This design comes from an exercise in tuning for small area on the open sky130 flow, not from production work. Function was checked by simulation only, so behaviour that the tests miss may differ from the original. No activity file was given, so power comes from the tool's default toggle rates.

==> inputs of try-quartz <==
==> flow/design.v (excerpt) <==
module uart_core (
    input  logic        clk,
    input  logic        reset_n,
    input  logic [15:0] divisor,
    input  logic        rx_pin,
    output logic        tx_pin,
    input  logic        tx_wr_en,
    input  logic [7:0]  tx_wr_data,
    output logic        tx_full,
    input  logic        rx_rd_en,
    output logic [7:0]  rx_rd_data,
    output logic        rx_empty,
    output logic        rx_err
);
clock: 10.0 ns
lec_check: 0
cap_margin: 20
core_margin: 2
core_utilization: 40
cts_buf_list: sky130_fd_sc_hd__clkbuf_8
slew_margin: 20
run.sh (not shown) runs the stock make flow with config.mk's settings and CLKGATE_MAP_FILE= SYNTH_SCRIPT=/design/flow/synth_recipe.tcl, a recipe that flattens the netlist after the stock synthesis.
==> try-violet (differences from try-quartz) <==
Settings changed: CTS_BUF_LIST sky130_fd_sc_hd__clkbuf_8 to default.
==> try-raven (differences from try-quartz) <==
Settings changed: CTS_BUF_LIST sky130_fd_sc_hd__clkbuf_8 to sky130_fd_sc_hd__clkbuf_4.
==> notes.md <==
Outcome: try-quartz complete, no violations; try-violet complete, no violations; try-raven complete, no violations
Slew headroom: try-quartz 25.2%; try-violet 27.6%; try-raven 27.3%
Worst hold slack: try-quartz 365 ps; try-violet 357 ps; try-raven 356 ps
Final total power: try-quartz 3.28 mW; try-violet 3.50 mW; try-raven 3.27 mW
Fraction of the cycle the final worst path needs: try-quartz 52.0%; try-violet 51.4%; try-raven 53.0%
All-Layer GR Usage: try-quartz 14.9%; try-violet 14.9%; try-raven 15.2%
End of the worst register-to-register path: try-quartz u_rx_fifo.mem[8][4]; try-violet u_rx_fifo.mem[14][3]; try-raven u_rx_fifo.mem[10][4]
Post-route setup slack: try-quartz 4800 ps; try-violet 4860 ps; try-raven 4700 ps
Final non-filler cell total: try-quartz 1471; try-violet 1439; try-raven 1520
Clock transition at the registers of the reported paths: try-quartz 70 ps; try-violet 60 ps; try-raven 60 ps
Combinational cell fraction of total power: try-quartz 12.7%; try-violet 11.9%; try-raven 12.7%
Data arrival at the endpoint of the critical path: try-quartz 3200 ps; try-violet 3140 ps; try-raven 3300 ps
Fraction of area in clock buffers and inverters: try-quartz 6.55%; try-violet 7.56%; try-raven 6.71%
Clock skew after layout: try-quartz 30.5 ps; try-violet 24.3 ps; try-raven 36.9 ps
Met3 Usage GRT: try-quartz 3.03%; try-violet 2.73%; try-raven 3.57%
1st-pass router iterations: try-quartz 5; try-violet 5; try-raven 4
Internal reg-to-reg setup slack: try-quartz 6920 ps; try-violet 6990 ps; try-raven 6960 ps
Cell internal pwr: try-quartz 2.44 mW; try-violet 2.65 mW; try-raven 2.44 mW
Filler Cells Inserted: try-quartz 3072; try-violet 3052; try-raven 3145
Root Buffer Master: try-quartz clkbuf_8; try-violet clkbuf_16; try-raven clkbuf_4
Sequential share of cell area: try-quartz 59.6%; try-violet 59.0%; try-raven 59.5%
Diode insertion count for antenna repair: try-quartz 0; try-violet 0; try-raven 1
DR vias: try-quartz 7540; try-violet 7462; try-raven 7776
Nets: try-quartz 1032; try-violet 1015; try-raven 1065
Detailed-route wire length per cell: try-quartz 18.7 um; try-violet 19.1 um; try-raven 18.2 um
Pwr Density: try-quartz 200 nW/um^2; try-violet 211 nW/um^2; try-raven 199 nW/um^2
Proportion of final cell area spent on non-clock buffers: try-quartz 3.24%; try-violet 3.21%; try-raven 3.24%

---

==> onyx: inputs <==
uart_core, a different RTL version from the one above (not shown whole).
==> module tx_fifo, before the edit <==
module tx_fifo (
    input  logic       clk,
    input  logic       reset_n,
    input  logic       wr_en,
    input  logic [7:0] wr_data,
    output logic       full,
    input  logic       rd_en,       
    output logic       empty,
    output logic       head_at0,
    output logic [7:0] head
);
    logic [7:0] ring [0:15];
    logic [4:0] wr_ptr, rd_ptr;
    logic       push;
    assign empty = (wr_ptr == rd_ptr);
    assign full  = (wr_ptr[3:0] == rd_ptr[3:0]) && (wr_ptr[4] != rd_ptr[4]);
    assign push  = wr_en && !full;
    always_ff @(posedge clk or negedge reset_n) begin
        if (!reset_n) begin
            wr_ptr <= '0;
            rd_ptr <= '0;
        end else begin
            wr_ptr <= push  ? wr_ptr : wr_ptr - 5'd1;
            rd_ptr <= rd_en ? rd_ptr : rd_ptr - 5'd1;
        end
    end
    always_ff @(posedge clk) begin
        for (int p = 0; p < 16; p++)
            ring[p] <= (push && wr_ptr[3:0] == 4'(p + 1)) ? wr_data : ring[(p + 1) % 16];
    end
    assign head_at0 = (rd_ptr[3:0] == 4'd0);
    assign head     = ring[0];
endmodule
==> module uart_rx, before the edit <==
module uart_rx (
    input  logic       clk,
    input  logic       reset_n,
    input  logic       tick,
    input  logic       rx_pin,
    output logic       rx_done,
    output logic [7:0] rx_data,
    output logic       rx_err
);
    localparam logic [1:0] IDLE = 2'd0, START = 2'd1, DATA = 2'd2, STOP = 2'd3;
    logic [1:0] state;
    logic [3:0] tick_cnt;
    logic [2:0] bit_cnt;
    logic [7:0] shift_reg;
    logic       last_tick;
    logic rx_sync_0, rx_sync_1;
    always_ff @(posedge clk or negedge reset_n) begin
        if (!reset_n) begin
            rx_sync_0 <= 1'b1;
            rx_sync_1 <= 1'b1;
        end else begin
            rx_sync_0 <= rx_pin;
            rx_sync_1 <= rx_sync_0;
        end
    end
    assign last_tick = tick && (tick_cnt == 4'd15);
    always_ff @(posedge clk) begin
        if (state == IDLE) begin
            tick_cnt <= 4'd8;
            bit_cnt  <= 3'd0;
        end else begin
            if (tick)
                tick_cnt <= tick_cnt + 4'd1;
            if (state == DATA && last_tick)
                bit_cnt <= bit_cnt + 3'd1;
        end
        if (state == DATA && last_tick)
            shift_reg <= {rx_sync_1, shift_reg[7:1]};
    end
    always_ff @(posedge clk or negedge reset_n) begin
        if (!reset_n) begin
            state   <= IDLE;
            rx_done <= 1'b0;
            rx_err  <= 1'b0;
        end else begin
            rx_done <= (state == STOP) && last_tick;
            if ((state == STOP) && last_tick)
                rx_err <= !rx_sync_1;
            case (state)
                IDLE:  if (!rx_sync_1) state <= START;
                START: if (last_tick) state <= rx_sync_1 ? IDLE : DATA;
                DATA:  if (last_tick && bit_cnt == 3'd7) state <= STOP;
                STOP:  if (last_tick) state <= IDLE;
            endcase
        end
    end
    assign rx_data = shift_reg;
endmodule
Settings: LEC_CHECK=0, ABC_AREA=1, CAP_MARGIN=20, CORE_MARGIN=2, CORE_UTILIZATION=75, CTS_BUF_LIST=sky130_fd_sc_hd__clkbuf_8, CTS_CLUSTER_DIAMETER=50, CTS_CLUSTER_SIZE=18, SLEW_MARGIN=20; clock period 10.0 ns.
standard.sh (not shown) runs the stock make flow with config.mk's settings and CLKGATE_MAP_FILE= SYNTH_SCRIPT=/design/flow/synth_recipe.tcl, a recipe that flattens the netlist after the stock synthesis.
==> flow/flow/run.sh <==
#!/bin/bash
# Own layout flow: the standard ORFS flow (standard.sh, with the standard
# synthesis unchanged) with three layout choices changed through ORFS's own
# variables and hooks:
#  - port buffers are buf_1 cells (the standard flow picks clkdlybuf4s50_1);
#  - before the placement resizer, combinational cells go to their smallest
#    drive strength (flow/downsize.tcl); repair_design then upsizes only where
#    slew or capacitance need it;
#  - clock tree synthesis inserts no dummy loads and uses clkbuf_8 clusters.
# The make output goes to flow_make.log here; ORFS keeps per-step logs in orfs/logs/.
set -euo pipefail
export BUFFER_PORTS_ARGS="-buffer_cell sky130_fd_sc_hd__buf_1"
export PRE_RESIZE_TCL="$PWD/flow/downsize.tcl"
export CTS_ARGS="-sink_clustering_enable -repair_clock_nets -dont_use_dummy_load -buf_list sky130_fd_sc_hd__clkbuf_8 -sink_clustering_size 18 -sink_clustering_max_diameter 50"
bash standard.sh > flow_make.log 2>&1
==> flow/flow/downsize.tcl <==
# Downsize every combinational cell to its smallest drive strength; the
# repair_design that follows upsizes again only where slew or capacitance need it.
set db [ord::get_db]
set n 0
foreach inst [[ord::get_db_block] getInsts] {
  set name [[$inst getMaster] getName]
  if {![regexp {^sky130_fd_sc_hd__([a-z0-9]+)_([0-9]+)$} $name -> base drive]} { continue }
  if {[regexp {^(df|edf|sdf|sedf|dl|clk|tap|fill|decap|conb|diode|probe|lpflow)} $base]} { continue }
  foreach d {1 0} {
    if {$d >= $drive} { continue }
    set m [$db findMaster sky130_fd_sc_hd__${base}_$d]
    if {$m ne "NULL"} {
      replace_cell [$inst getName] sky130_fd_sc_hd__${base}_$d
      incr n
      break
    }
  }
}
puts "downsize: $n cells replaced"
==> lagoon (differences from onyx) <==
==> flow/run.sh (new file) <==
#!/bin/bash
# synth_recipe.tcl (not shown) runs the flow's synth.tcl, then flattens the netlist and writes it again
# the make line also repeats each setting of config.mk as NAME=value (left out here)
make -C /OpenROAD-flow-scripts/flow DESIGN_CONFIG=/design/flow/config.mk WORK_HOME=/design/flow/orfs CLKGATE_MAP_FILE= SYNTH_SCRIPT=/design/flow/synth_recipe.tcl finish
Settings changed: CORE_UTILIZATION 75 to 60.
removed: flow/flow/run.sh
removed: flow/flow/downsize.tcl
removed: flow/standard.sh
==> indigo (differences from onyx) <==
--- a/flow/design.v
+++ b/flow/design.v
@@ -28,5 +28,6 @@
     always_ff @(posedge clk) begin
         for (int p = 0; p < 16; p++)
-            ring[p] <= (push && wr_ptr[3:0] == 4'(p + 1)) ? wr_data : ring[(p + 1) % 16];
+            ring[p] <= (push && wr_ptr[3:0] == 4'(p + 1)) ? (wr_data ^ {8{p[0]}})
+                                                          : ~ring[(p + 1) % 16];
     end
     assign head_at0 = (rd_ptr[3:0] == 4'd0);
@@ -187,4 +188,14 @@
     end
     assign last_tick = tick && (tick_cnt == 4'd15);
+    logic [1:0] state_next;
+    always_comb begin
+        state_next = state;
+        case (state)
+            IDLE:    if (!rx_sync_1) state_next = START;
+            START:   if (last_tick) state_next = rx_sync_1 ? IDLE : DATA;
+            DATA:    if (last_tick && bit_cnt == 3'd7) state_next = STOP;
+            default: if (last_tick) state_next = IDLE;
+        endcase
+    end
     always_ff @(posedge clk) begin
         if (state == IDLE) begin
@@ -209,10 +220,5 @@
             if ((state == STOP) && last_tick)
                 rx_err <= !rx_sync_1;
-            case (state)
-                IDLE:  if (!rx_sync_1) state <= START;
-                START: if (last_tick) state <= rx_sync_1 ? IDLE : DATA;
-                DATA:  if (last_tick && bit_cnt == 3'd7) state <= STOP;
-                STOP:  if (last_tick) state <= IDLE;
-            endcase
+            state <= state_next;
         end
     end
==> flow/flow/run.sh (replaced) <==
#!/bin/bash
# Own layout flow: the standard ORFS flow (standard.sh) with these changes,
# all made through ORFS's own variables and hooks:
#  - synthesis is synth_recipe.tcl with an area-oriented abc mapping script
#    (flow/own_synth.tcl, flow/abc_area_amap.script) and without ORFS's
#    half/full-adder extraction (ADDER_MAP_FILE empty), which leaves all
#    arithmetic to abc; the registers are the standard synthesis's;
#  - port buffers are buf_1 cells (the standard flow picks clkdlybuf4s50_1);
#  - before the placement resizer, combinational cells go to their smallest
#    drive strength (flow/downsize.tcl); repair_design then upsizes only where
#    slew or capacitance need it;
#  - clock tree synthesis inserts no dummy loads and uses clkbuf_8 clusters.
# The make output goes to flow_make.log here; ORFS keeps per-step logs in orfs/logs/.
set -euo pipefail
F="$PWD/flow"
export OWN_ABC_SCRIPT="$F/abc_area_amap.script"
export ADDER_MAP_FILE=
export BUFFER_PORTS_ARGS="-buffer_cell sky130_fd_sc_hd__buf_1"
export PRE_RESIZE_TCL="$F/downsize.tcl"
export CTS_ARGS="-sink_clustering_enable -repair_clock_nets -dont_use_dummy_load -buf_list sky130_fd_sc_hd__clkbuf_8 -sink_clustering_size 18 -sink_clustering_max_diameter 50"
grep -q 'SYNTH_SCRIPT=[^ ]*synth_recipe.tcl' standard.sh
sed "s|SYNTH_SCRIPT=[^ ]*synth_recipe.tcl|SYNTH_SCRIPT=$F/own_synth.tcl|" standard.sh > own_standard.sh
bash own_standard.sh > flow_make.log 2>&1
==> flow/flow/abc_area_amap.script (new file) <==
strash
dc2
dch -f
amap -m -F 3 -A 8 -C 1000
topo
==> flow/flow/own_synth.tcl (new file) <==
# The standard synthesis script (synth_recipe.tcl), unchanged except that
# the technology-mapping abc call runs flow/abc_area_amap.script, an
# area-oriented mapping (dc2, dch, amap with more area-recovery passes), in place of ORFS's abc script. Registers are
# mapped before abc, by the same dfflibmap, so they are the standard ones.
proc synth {args} { yosys synth -nofsm -noshare {*}$args }
proc abc {args} {
  set i [lsearch -exact $args -script]
  if { $i >= 0 } {
    set args [lreplace $args [expr { $i + 1 }] [expr { $i + 1 }] $::env(OWN_ABC_SCRIPT)]
  }
  yosys abc {*}$args
}
source $::env(SCRIPTS_DIR)/synth.tcl
# left out here: clear keep_hierarchy, flatten, clean up, hide names made inside functions, write 1_2_yosys.v
==> summary of the runs <==
- Final area: lagoon > onyx > indigo.
- Of indigo and lagoon, lagoon has the higher fmax (gap about 1%, measured against lagoon).
- Synthesized cell count: indigo is smaller than onyx (about 22%).
- Register-to-register slack, highest first: lagoon, onyx, indigo.
- In lagoon the worst hold slack is better than in indigo, by 0.013 ns.
- In indigo the critical path depth is higher than in lagoon, by 3.
- The lowest via count belongs to indigo, the highest to onyx.
- Sequential share of layout area: indigo > onyx > lagoon.
- Clock-buffer cell count: indigo < onyx < lagoon.

---

==> build 53 <==
==> flow/design.v <==
`timescale 1ns / 1ps
module tx_fifo (
    input  logic       clk,
    input  logic       reset_n,
    input  logic       wr_en,
    input  logic [7:0] wr_data,
    output logic       full,
    input  logic       rd_en,       
    output logic       empty,
    output logic       head_at0,
    output logic [7:0] head
);
    logic [7:0] ring [0:15];
    logic [4:0] wr_ptr, rd_ptr;
    logic       push;
    assign empty = (wr_ptr == rd_ptr);
    assign full  = (wr_ptr[3:0] == rd_ptr[3:0]) && (wr_ptr[4] != rd_ptr[4]);
    assign push  = wr_en && !full;
    always_ff @(posedge clk or negedge reset_n) begin
        if (!reset_n) begin
            wr_ptr <= '0;
            rd_ptr <= '0;
        end else begin
            wr_ptr <= push  ? wr_ptr : wr_ptr - 5'd1;
            rd_ptr <= rd_en ? rd_ptr : rd_ptr - 5'd1;
        end
    end
    always_ff @(posedge clk) begin
        for (int p = 0; p < 16; p++)
            ring[p] <= (push && wr_ptr[3:0] == 4'(p + 1)) ? wr_data : ring[(p + 1) % 16];
    end
    assign head_at0 = (rd_ptr[3:0] == 4'd0);
    assign head     = ring[0];
endmodule
module rx_fifo (
    input  logic       clk,
    input  logic       reset_n,
    input  logic       wr_en,
    input  logic [7:0] wr_data,
    input  logic       rd_en,
    output logic [7:0] rd_data,
    output logic       empty
);
    logic [7:0] ring [0:15];
    logic [4:0] wr_ptr, rd_ptr;
    logic       pending;
    logic       push, pop, full;
    logic [3:0] last;
    assign empty = (wr_ptr == rd_ptr);
    assign full  = (wr_ptr[3:0] == rd_ptr[3:0]) && (wr_ptr[4] != rd_ptr[4]);
    assign push  = wr_en && !full;
    assign pop   = rd_en && !empty;
    assign last  = wr_ptr[3:0] - 4'd1;
    always_ff @(posedge clk or negedge reset_n) begin
        if (!reset_n) begin
            wr_ptr  <= '0;
            rd_ptr  <= '0;
            pending <= 1'b0;
        end else begin
            wr_ptr  <= push ? wr_ptr : wr_ptr - 5'd1;
            rd_ptr  <= pop  ? rd_ptr : rd_ptr - 5'd1;
            if (push)
                pending <= 1'b1;
            else if (last == 4'd0)
                pending <= 1'b0;
        end
    end
    always_ff @(posedge clk) begin
        for (int p = 0; p < 15; p++)
            ring[p] <= ring[p + 1];
        ring[15] <= (pending && last == 4'd0) ? wr_data : ring[0];
    end
    logic [7:0] ring_out;
    always_comb begin
        ring_out = '0;
        for (int p = 0; p < 16; p++)
            ring_out = ring_out | ({8{rd_ptr[3:0] == p[3:0]}} & ring[p]);
    end
    assign rd_data = (pending && rd_ptr[3:0] == last) ? wr_data : ring_out;
endmodule
`timescale 1ns / 1ps
module baud_gen (
    input  logic        clk,         
    input  logic        reset_n,     
    input  logic [15:0] divisor,
    output logic        tick         
);
    logic [15:0] counter;
    logic [15:0] inc;
    logic [16:0] carry;      
    logic [16:0] ge;         
    assign carry[0] = 1'b1;
    assign ge[0]    = 1'b1;
    for (genvar i = 0; i < 16; i++) begin : g_chain
        assign inc[i]     = counter[i] ^ carry[i];
        assign carry[i+1] = counter[i] & carry[i];
        assign ge[i+1]    = (counter[i] & ~divisor[i]) |
                            ((counter[i] | ~divisor[i]) & ge[i]);
    end
    always_ff @(posedge clk or negedge reset_n) begin
        if (!reset_n) begin
            counter <= '0;
            tick    <= 1'b0;
        end else begin
            counter <= ge[16] ? 16'd0 : inc;
            tick    <= ge[16];
        end
    end
endmodule
`timescale 1ns / 1ps
module uart_tx (
    input  logic       clk,
    input  logic       reset_n,
    input  logic       tick,
    input  logic       tx_start,
    input  logic       load,
    input  logic [7:0] tx_data,
    output logic       tx_pin,
    output logic       tx_done
);
    localparam logic [1:0] IDLE = 2'd0, START = 2'd1, DATA = 2'd2, STOP = 2'd3;
    logic [1:0] state;
    logic [3:0] tick_cnt;
    logic [2:0] bit_cnt;
    logic [2:0] next_idx;
    logic       next_bit;
    logic       first;
    logic       tx_reg;
    logic       last_tick;
    assign last_tick = tick && (tick_cnt == 4'd15);
    assign tx_done   = (state == STOP) && last_tick;
    assign next_idx  = (state == DATA) ? bit_cnt + 3'd1 : 3'd0;
    always_ff @(posedge clk) begin
        if (load)
            next_bit <= tx_data[next_idx];
        first <= last_tick && (state == START || state == DATA);
    end
    always_ff @(posedge clk or negedge reset_n) begin
        if (!reset_n) begin
            state    <= IDLE;
            tick_cnt <= '0;
            bit_cnt  <= '0;
            tx_reg   <= 1'b1;
        end else begin
            case (state)
                IDLE:    tx_reg <= 1'b1;
                START:   tx_reg <= 1'b0;
                DATA:    if (first) tx_reg <= next_bit;
                default: tx_reg <= 1'b1;
            endcase
            if (state != IDLE && tick)
                tick_cnt <= tick_cnt + 4'd1;
            if (state == DATA && last_tick)
                bit_cnt <= bit_cnt + 3'd1;
            if ((state == IDLE && tx_start) ||
                (state != IDLE && last_tick && (state != DATA || bit_cnt == 3'd7)))
                state <= state + 2'd1;
        end
    end
    assign tx_pin = tx_reg;
endmodule
`timescale 1ns / 1ps
module uart_rx (
    input  logic       clk,
    input  logic       reset_n,
    input  logic       tick,
    input  logic       rx_pin,
    output logic       rx_done,
    output logic [7:0] rx_data,
    output logic       rx_err
);
    localparam logic [1:0] IDLE = 2'd0, START = 2'd1, DATA = 2'd2, STOP = 2'd3;
    logic [1:0] state;
    logic [3:0] tick_cnt;
    logic [2:0] bit_cnt;
    logic [7:0] shift_reg;
    logic       last_tick;
    logic rx_sync_0, rx_sync_1;
    always_ff @(posedge clk or negedge reset_n) begin
        if (!reset_n) begin
            rx_sync_0 <= 1'b1;
            rx_sync_1 <= 1'b1;
        end else begin
            rx_sync_0 <= rx_pin;
            rx_sync_1 <= rx_sync_0;
        end
    end
    assign last_tick = tick && (tick_cnt == 4'd15);
    logic [1:0] state_next;
    always_comb begin
        state_next = state;
        case (state)
            IDLE:    if (!rx_sync_1) state_next = START;
            START:   if (last_tick) state_next = rx_sync_1 ? IDLE : DATA;
            DATA:    if (last_tick && bit_cnt == 3'd7) state_next = STOP;
            default: if (last_tick) state_next = IDLE;
        endcase
    end
    always_ff @(posedge clk) begin
        if (state == IDLE) begin
            tick_cnt <= 4'd8;
            bit_cnt  <= 3'd0;
        end else begin
            if (tick)
                tick_cnt <= tick_cnt + 4'd1;
            if (state == DATA && last_tick)
                bit_cnt <= bit_cnt + 3'd1;
        end
        if (state == DATA && last_tick)
            shift_reg <= {rx_sync_1, shift_reg[7:1]};
    end
    always_ff @(posedge clk or negedge reset_n) begin
        if (!reset_n) begin
            state   <= IDLE;
            rx_done <= 1'b0;
            rx_err  <= 1'b0;
        end else begin
            rx_done <= (state == STOP) && last_tick;
            if ((state == STOP) && last_tick)
                rx_err <= !rx_sync_1;
            state <= state_next;
        end
    end
    assign rx_data = shift_reg;
endmodule
`timescale 1ns / 1ps
module uart_core (
    input  logic        clk,
    input  logic        reset_n,
    input  logic [15:0] divisor,
    input  logic        rx_pin,
    output logic        tx_pin,
    input  logic        tx_wr_en,
    input  logic [7:0]  tx_wr_data,
    output logic        tx_full,
    input  logic        rx_rd_en,
    output logic [7:0]  rx_rd_data,
    output logic        rx_empty,
    output logic        rx_err
);
    logic       tick;
    logic       tx_fifo_empty;
    logic       tx_head_at0;
    logic [7:0] tx_head;
    logic       tx_core_done;
    logic       rx_core_done;
    logic [7:0] rx_core_data;
    baud_gen u_baud_gen (
        .clk(clk), .reset_n(reset_n), .divisor(divisor), .tick(tick)
    );
    tx_fifo u_tx_fifo (
        .clk(clk), .reset_n(reset_n),
        .wr_en(tx_wr_en), .wr_data(tx_wr_data), .full(tx_full),
        .rd_en(tx_core_done), .empty(tx_fifo_empty),
        .head_at0(tx_head_at0), .head(tx_head)
    );
    uart_tx u_uart_tx (
        .clk(clk), .reset_n(reset_n), .tick(tick),
        .tx_start(!tx_fifo_empty), .load(tx_head_at0), .tx_data(tx_head),
        .tx_pin(tx_pin), .tx_done(tx_core_done)
    );
    uart_rx u_uart_rx (
        .clk(clk), .reset_n(reset_n), .tick(tick), .rx_pin(rx_pin),
        .rx_done(rx_core_done), .rx_data(rx_core_data), .rx_err(rx_err)
    );
    rx_fifo u_rx_fifo (
        .clk(clk), .reset_n(reset_n),
        .wr_en(rx_core_done), .wr_data(rx_core_data),
        .rd_en(rx_rd_en), .rd_data(rx_rd_data), .empty(rx_empty)
    );
endmodule
==> flow/flow/run.sh <==
#!/bin/bash
# Own layout flow: the standard ORFS flow (standard.sh) with these changes,
# all made through ORFS's own variables and hooks:
#  - synthesis is synth_recipe.tcl with an area-oriented abc mapping script
#    (flow/own_synth.tcl, flow/abc_area_amap.script); the registers are the
#    standard synthesis's;
#  - port buffers are buf_1 cells (the standard flow picks clkdlybuf4s50_1);
#  - before the placement resizer, combinational cells go to their smallest
#    drive strength (flow/downsize.tcl); repair_design then upsizes only where
#    slew or capacitance need it;
#  - clock tree synthesis inserts no dummy loads and uses clkbuf_8 clusters.
# The make output goes to flow_make.log here; ORFS keeps per-step logs in orfs/logs/.
set -euo pipefail
F="$PWD/flow"
export OWN_ABC_SCRIPT="$F/abc_area_amap.script"
export BUFFER_PORTS_ARGS="-buffer_cell sky130_fd_sc_hd__buf_1"
export PRE_RESIZE_TCL="$F/downsize.tcl"
export CTS_ARGS="-sink_clustering_enable -repair_clock_nets -dont_use_dummy_load -buf_list sky130_fd_sc_hd__clkbuf_8 -sink_clustering_size 22 -sink_clustering_max_diameter 45"
grep -q 'SYNTH_SCRIPT=[^ ]*synth_recipe.tcl' standard.sh
sed "s|SYNTH_SCRIPT=[^ ]*synth_recipe.tcl|SYNTH_SCRIPT=$F/own_synth.tcl|" standard.sh > own_standard.sh
bash own_standard.sh > flow_make.log 2>&1
==> flow/flow/abc_area_amap.script <==
strash
dc2
dch -f
amap -m -F 3 -A 8 -C 1000
topo
==> flow/flow/downsize.tcl <==
# Downsize every combinational cell to its smallest drive strength; the
# repair_design that follows upsizes again only where slew or capacitance need it.
set db [ord::get_db]
set n 0
foreach inst [[ord::get_db_block] getInsts] {
  set name [[$inst getMaster] getName]
  if {![regexp {^sky130_fd_sc_hd__([a-z0-9]+)_([0-9]+)$} $name -> base drive]} { continue }
  if {[regexp {^(df|edf|sdf|sedf|dl|clk|tap|fill|decap|conb|diode|probe|lpflow)} $base]} { continue }
  foreach d {1 0} {
    if {$d >= $drive} { continue }
    set m [$db findMaster sky130_fd_sc_hd__${base}_$d]
    if {$m ne "NULL"} {
      replace_cell [$inst getName] sky130_fd_sc_hd__${base}_$d
      incr n
      break
    }
  }
}
puts "downsize: $n cells replaced"
==> flow/flow/own_synth.tcl <==
# The standard synthesis script (synth_recipe.tcl), unchanged except that
# the technology-mapping abc call runs flow/abc_area_amap.script, an
# area-oriented mapping (dc2, dch, amap with more area-recovery passes), in place of ORFS's abc script. Registers are
# mapped before abc, by the same dfflibmap, so they are the standard ones.
proc synth {args} { yosys synth -nofsm -noshare {*}$args }
proc abc {args} {
  set i [lsearch -exact $args -script]
  if { $i >= 0 } {
    set args [lreplace $args [expr { $i + 1 }] [expr { $i + 1 }] $::env(OWN_ABC_SCRIPT)]
  }
  yosys abc {*}$args
}
source $::env(SCRIPTS_DIR)/synth.tcl
# left out here: clear keep_hierarchy, flatten, clean up, hide names made inside functions, write 1_2_yosys.v
==> flow/standard.sh <==
#!/bin/bash
# synth_recipe.tcl (not shown) runs the flow's synth.tcl, then flattens the netlist and writes it again
# the make line also repeats each setting of config.mk as NAME=value (left out here)
make -C /OpenROAD-flow-scripts/flow DESIGN_CONFIG=/design/flow/config.mk WORK_HOME=/design/flow/orfs CLKGATE_MAP_FILE= SYNTH_SCRIPT=/design/flow/synth_recipe.tcl "${@:-finish}"
==> flow/config.mk <==
export PLATFORM = sky130hd
export DESIGN_NAME = uart_core
export DESIGN_NICKNAME = uart_core
export VERILOG_FILES = /design/flow/design.v
export SDC_FILE = /design/flow/constraint.sdc
export NUM_CORES = 4
export LEC_CHECK = 0
export ABC_AREA = 1
export CAP_MARGIN = 20
export CORE_MARGIN = 2
export CORE_UTILIZATION = 75
export CTS_BUF_LIST = sky130_fd_sc_hd__clkbuf_8
export CTS_CLUSTER_DIAMETER = 50
export CTS_CLUSTER_SIZE = 18
export SLEW_MARGIN = 20
==> flow/constraint.sdc <==
create_clock -name core_clock -period 10.0 [get_ports {clk}]
set_input_delay 2.0000 -clock core_clock [delete_from_list [all_inputs] [get_ports {clk}]]
set_output_delay 2.0000 -clock core_clock [all_outputs]
set_load 0.01 [all_outputs]
==> inputs of trial 57, as changes to build 53 <==
==> flow/flow/run.sh (replaced) <==
#!/bin/bash
# Own layout flow: the standard ORFS flow (standard.sh) with these changes,
# all made through ORFS's own variables and hooks:
#  - synthesis is synth_recipe.tcl with an area-oriented abc mapping script
#    (flow/own_synth.tcl, flow/abc_area_amap.script) and without ORFS's
#    half/full-adder extraction (ADDER_MAP_FILE empty), which leaves all
#    arithmetic to abc; the registers are the standard synthesis's;
#  - port buffers are buf_1 cells (the standard flow picks clkdlybuf4s50_1);
#  - before the placement resizer, combinational cells go to their smallest
#    drive strength (flow/downsize.tcl); repair_design then upsizes only where
#    slew or capacitance need it;
#  - clock tree synthesis inserts no dummy loads and uses clkbuf_16 clusters.
# The make output goes to flow_make.log here; ORFS keeps per-step logs in orfs/logs/.
set -euo pipefail
F="$PWD/flow"
export OWN_ABC_SCRIPT="$F/abc_area_amap.script"
export ADDER_MAP_FILE=
export BUFFER_PORTS_ARGS="-buffer_cell sky130_fd_sc_hd__buf_1"
export PRE_RESIZE_TCL="$F/downsize.tcl"
export CTS_ARGS="-sink_clustering_enable -repair_clock_nets -dont_use_dummy_load -buf_list sky130_fd_sc_hd__clkbuf_16 -sink_clustering_size 36 -sink_clustering_max_diameter 60"
grep -q 'SYNTH_SCRIPT=[^ ]*synth_recipe.tcl' standard.sh
sed "s|SYNTH_SCRIPT=[^ ]*synth_recipe.tcl|SYNTH_SCRIPT=$F/own_synth.tcl|" standard.sh > own_standard.sh
bash own_standard.sh > flow_make.log 2>&1
--- a/flow/config.mk
+++ b/flow/config.mk
@@ -10,3 +10,3 @@
 export CORE_MARGIN = 2
-export CORE_UTILIZATION = 75
+export CORE_UTILIZATION = 85
 export CTS_BUF_LIST = sky130_fd_sc_hd__clkbuf_8
==> results_dict.tcl <==
set metrics [dict create \
    status "no timing/DRC/antenna violations" \
    seq_power_share 0.571 \
    grt_util_met3 0.0741 \
    vias 8060 \
    syn-num-nets 1046 \
    syn_avg_cell_area_um2 10.2 \
    fp.dieH_um 114 \
    clk_latency_ns 0.50 \
    buf_share 0.0166 \
]
That was trial 57.
==> results_dict.tcl <==
set metrics [dict create \
    fp.dieH_um 123 \
    buf_share 0.0158 \
    syn_avg_cell_area_um2 10.5 \
    syn-num-nets 1082 \
    status "no timing/DRC/antenna violations" \
    vias 7589 \
]
That was build 53.

==> separate check: timing with driven ports <==
The flow's constraints put no driver on any port. The routed layouts listed below were extracted and timed again, unchanged, in two steps.
Step 1, drivers: a clkbuf_16 drives clk and a buf_2 each remaining input, both assumed.
Step 2 moves the port delays by t, midway between the first and last clock arrival at a register: inputs arrive t later, outputs are due t later. That takes back most of the time a late clock gives input paths.
Slacks: ideal / step 1 / step 2; pairs: ideal / step 1.
run | t, ns | setup slack, ns | worst register clock-pin slew, ns | worst data-port slew with drivers (ns) | cell pins on the clock port's net
try-quartz | 0.632 | 4.799 / 4.753 / 5.385 | 0.07 / 0.07 | 0.04 | 1
try-violet | 0.581 | 4.857 / 4.806 / 5.387 | 0.06 / 0.06 | 0.04 | 1
try-raven | 0.738 | 4.704 / 4.658 / 5.395 | 0.07 / 0.07 | 0.04 | 1
onyx | 0.572 | 5.141 / 5.105 / 5.677 | 0.10 / 0.10 | 0.03 | 1
lagoon | 0.639 | 4.598 / 4.557 / 5.196 | 0.11 / 0.11 | 0.04 | 1
indigo | 0.557 | 4.544 / 4.506 / 5.063 | 0.11 / 0.11 | 0.04 | 1
build 53 | 0.584 | 4.145 / 4.105 / 4.689 | 0.12 / 0.12 | 0.03 | 1
trial 57 | 0.508 | 4.739 / 4.697 / 4.361 | 0.12 / 0.12 | 0.04 | 1
After both steps every run listed still meets setup and hold. For trial 57, which loses most, drivers alone change the setup slack by -0.042 ns; drivers and shift together by -0.378 ns.
